This is an optimization exercise on Yosys and OpenROAD, whose aim is small area, not a production implementation. In this exercise RTL edits were held to simulation tests only and were not proved equivalent to the original. Power and IR drop assume default switching activity.

Setup of old:
## sauria_sa_top
module sauria_sa_top #(
    parameter X = 4,
    parameter Y = 4,
    parameter IA_W = 8,
    parameter IB_W = 8,
    parameter OC_W = 32,
    parameter TH_W = 2,
    parameter MULT_RES_MASK_W = 12,
    parameter MULT_APPR_MASK_W = 8
)(
    input  logic                        i_clk,
    input  logic                        i_rstn,
    input  logic [Y*IA_W-1:0]           i_a_arr,         
    input  logic [X*IB_W-1:0]           i_b_arr,         
    input  logic [Y*OC_W-1:0]           i_c_arr,         
    input  logic                        i_reg_clear,
    input  logic                        i_pipeline_en,
    input  logic [X-1:0]                i_cswitch_arr,   
    input  logic                        i_cscan_en,
    input  logic [TH_W-1:0]             i_thres,
    input  logic [MULT_RES_MASK_W-1:0]  i_mult_res_mask,
    input  logic [MULT_APPR_MASK_W-1:0] i_mult_appr_mask,
    output logic [Y*OC_W-1:0]           o_c_arr          
);
Size: about 1,600 flip-flops, roughly 350 I/O pins.
Settings: LEC_CHECK=0, CAP_MARGIN=20, CORE_MARGIN=2, CORE_UTILIZATION=40, PLACE_DENSITY=0.6, SLEW_MARGIN=20; clock period 8.0 ns.
standard.sh (not shown) runs the stock make flow with config.mk's settings and CLKGATE_MAP_FILE= SYNTH_SCRIPT=/design/flow/synth_recipe.tcl, a recipe that flattens the netlist after the stock synthesis.
==> flow/flow/run.sh <==
#!/bin/bash
# The standard layout (the standard.sh, standard synthesis unchanged),
# with the smallest buffer on the ports, yosys/abc buffers removed instead of
# an early timing repair on the unplaced netlist, and a clock tree of
# mid-size buffers without dummy loads. make's full output goes to
# standard.log.
set -euo pipefail
bash standard.sh finish \
  "REMOVE_ABC_BUFFERS=1" \
  "BUFFER_PORTS_ARGS=-buffer_cell sky130_fd_sc_hd__buf_1" \
  "CTS_ARGS=-sink_clustering_enable -repair_clock_nets -dont_use_dummy_load -buf_list sky130_fd_sc_hd__clkbuf_8 -sink_clustering_size 20 -sink_clustering_max_diameter 50" \
  > standard.log 2>&1
The following lists how new was set up differently from old:
- setting CTS_CLUSTER_DIAMETER to 40 for the first time
- setting CTS_BUF_LIST to sky130_fd_sc_hd__clkbuf_8 for the first time
- changing CORE_UTILIZATION from 40 to 50
- setting CTS_CLUSTER_SIZE to 16 for the first time
- changing PLACE_DENSITY from 0.6 to 0.65
==> flow/run.sh (new file) <==
#!/bin/bash
# synth_recipe.tcl (not shown) runs the flow's synth.tcl, then flattens the netlist and writes it again
# the make line also repeats each setting of config.mk as NAME=value (left out here)
make -C /OpenROAD-flow-scripts/flow DESIGN_CONFIG=/design/flow/config.mk WORK_HOME=/design/flow/orfs CLKGATE_MAP_FILE= SYNTH_SCRIPT=/design/flow/synth_recipe.tcl finish
removed: flow/flow/run.sh
removed: flow/standard.sh
## What came out
Per the comparison of new with old, instance count of the mapped netlist held; total iterations of the first detailed-routing run went down 2. Compare old and new | layout buffer count excluding clock buffers higher: old. Compared with old, new shows a higher count of vias placed by the detailed router. In new, the design area came out 5300 sq um above the value in old. Initial antenna violation count in new is 14 above old. [compare] base=old new=new: share of layout cells above drive strength 1 grew by 2.7 points; share of power burned in the clock network grew by 14 points. A launch point of the critical path of sa_array_i.z_q$_DFF_PN1_ is what new shows, while i_pipeline_en belongs to old.

========
Another version of the RTL of sauria_sa_top (not shown whole).
Size in the first run: roughly 11000 cells after synthesis, roughly 1600 flip-flops, roughly 350 I/O pins, ~100000 sq um of cells after synthesis.
Design sauria_sa_top, start of the top module:
module sauria_sa_top #(
    parameter X = 4,
    parameter Y = 4,
    parameter IA_W = 8,
    parameter IB_W = 8,
    parameter OC_W = 32,
    parameter TH_W = 2,
    parameter MULT_RES_MASK_W = 12,
    parameter MULT_APPR_MASK_W = 8
)(
    input  logic                        i_clk,
    input  logic                        i_rstn,
    input  logic [Y*IA_W-1:0]           i_a_arr,         
    input  logic [X*IB_W-1:0]           i_b_arr,         
    input  logic [Y*OC_W-1:0]           i_c_arr,         
    input  logic                        i_reg_clear,
    input  logic                        i_pipeline_en,
    input  logic [X-1:0]                i_cswitch_arr,   
    input  logic                        i_cscan_en,
    input  logic [TH_W-1:0]             i_thres,
    input  logic [MULT_RES_MASK_W-1:0]  i_mult_res_mask,
    input  logic [MULT_APPR_MASK_W-1:0] i_mult_appr_mask,
    output logic [Y*OC_W-1:0]           o_c_arr          
);
Settings: LEC_CHECK=0, CAP_MARGIN=20, CORE_MARGIN=2, CORE_UTILIZATION=52, PLACE_DENSITY=0.66, SLEW_MARGIN=20; clock period 8.0 ns.
==> flow/flow/run.sh <==
#!/bin/bash
# The standard layout (the standard.sh, standard synthesis unchanged),
# with the smallest buffer on the ports, yosys/abc buffers removed instead of
# an early timing repair on the unplaced netlist, and a clock tree of
# mid-size buffers without dummy loads. make's full output goes to
# standard.log.
set -euo pipefail
bash standard.sh finish \
  "REMOVE_ABC_BUFFERS=1" \
  "BUFFER_PORTS_ARGS=-buffer_cell sky130_fd_sc_hd__buf_1" \
  "CTS_ARGS=-sink_clustering_enable -repair_clock_nets -dont_use_dummy_load -buf_list sky130_fd_sc_hd__clkbuf_8 -sink_clustering_size 20 -sink_clustering_max_diameter 50" \
  > standard.log 2>&1
The baseline produced a clean layout.
Change:
- CORE_UTILIZATION: 52 -> 48
- PLACE_DENSITY: 0.66 -> 0.62
- The new run passed the timing, design-rule and antenna checks
- final area goes up by 0.38%
- power goes up by about 1.3%
- global-route usage goes down by 1.7 points
- wire length goes up by about 2.3%
- via count goes down by about 0.5%
- worst setup slack got worse by 200 ps
- area after synthesis stays the same
- register-to-register slack got worse by 390 ps
Change:
--- a/flow/flow/run.sh
+++ b/flow/flow/run.sh
@@ -11 +11 @@
-  "CTS_ARGS=-sink_clustering_enable -repair_clock_nets -dont_use_dummy_load -buf_list sky130_fd_sc_hd__clkbuf_8 -sink_clustering_size 20 -sink_clustering_max_diameter 50" \
+  "CTS_ARGS=-sink_clustering_enable -repair_clock_nets -dont_use_dummy_load -buf_list sky130_fd_sc_hd__clkbuf_8 -sink_clustering_size 18 -sink_clustering_max_diameter 45" \
- CORE_UTILIZATION: 48 -> 50
- PLACE_DENSITY: 0.62 -> 0.64
Sequential power hardly moves.
Total power went up slightly.
Register-to-register slack gets better by 440 ps.
Combinational power hardly moves.
Critical path depth stays the same.

## separate check: timing with driven ports
In the flow no input, the clock included, has a driving cell. The finished layouts below were timed again as built, in two steps.
Step 1 sets driving cells, clkbuf_16 on the clock port and buf_2 on the other inputs (assumed; they add their load-dependent delay and slew).
Step 2 adds t to the input delays and takes it off the output delays; t is the mean of the earliest and latest rising clock arrival at the registers after step 1. Input paths then give back, and output paths get back, about the clock's delay inside the block.
Three values: ideal, step 1, step 2; two values: the first two.
run | t (ns) | setup slack, ns | hold WS [ns] | clock arrival spread, ns
old | 1.062 | 0.307 / 0.315 / -0.695 | 0.376 / 0.376 / 0.376 | 0.154 / 0.154
new | 1.126 | 0.526 / 0.526 / -0.336 | 0.420 / 0.420 / 0.420 | 0.090 / 0.090
the first run of note 2 | 1.066 | 1.089 / 1.132 / 0.067 | 0.405 / 0.405 / 0.405 | 0.123 / 0.123
the second run of note 2 | 1.050 | 0.885 / 0.885 / -0.086 | 0.396 / 0.396 / 0.396 | 0.111 / 0.111
the third run of note 2 | 1.044 | 1.101 / 1.121 / 0.077 | 0.416 / 0.416 / 0.416 | 0.123 / 0.123
With both steps, setup timing fails in old, new and the second run of note 2, where it was met with ideal ports. For the third run of note 2, which loses most, drivers alone change the setup slack by +0.020 ns; drivers and shift together by -1.024 ns.
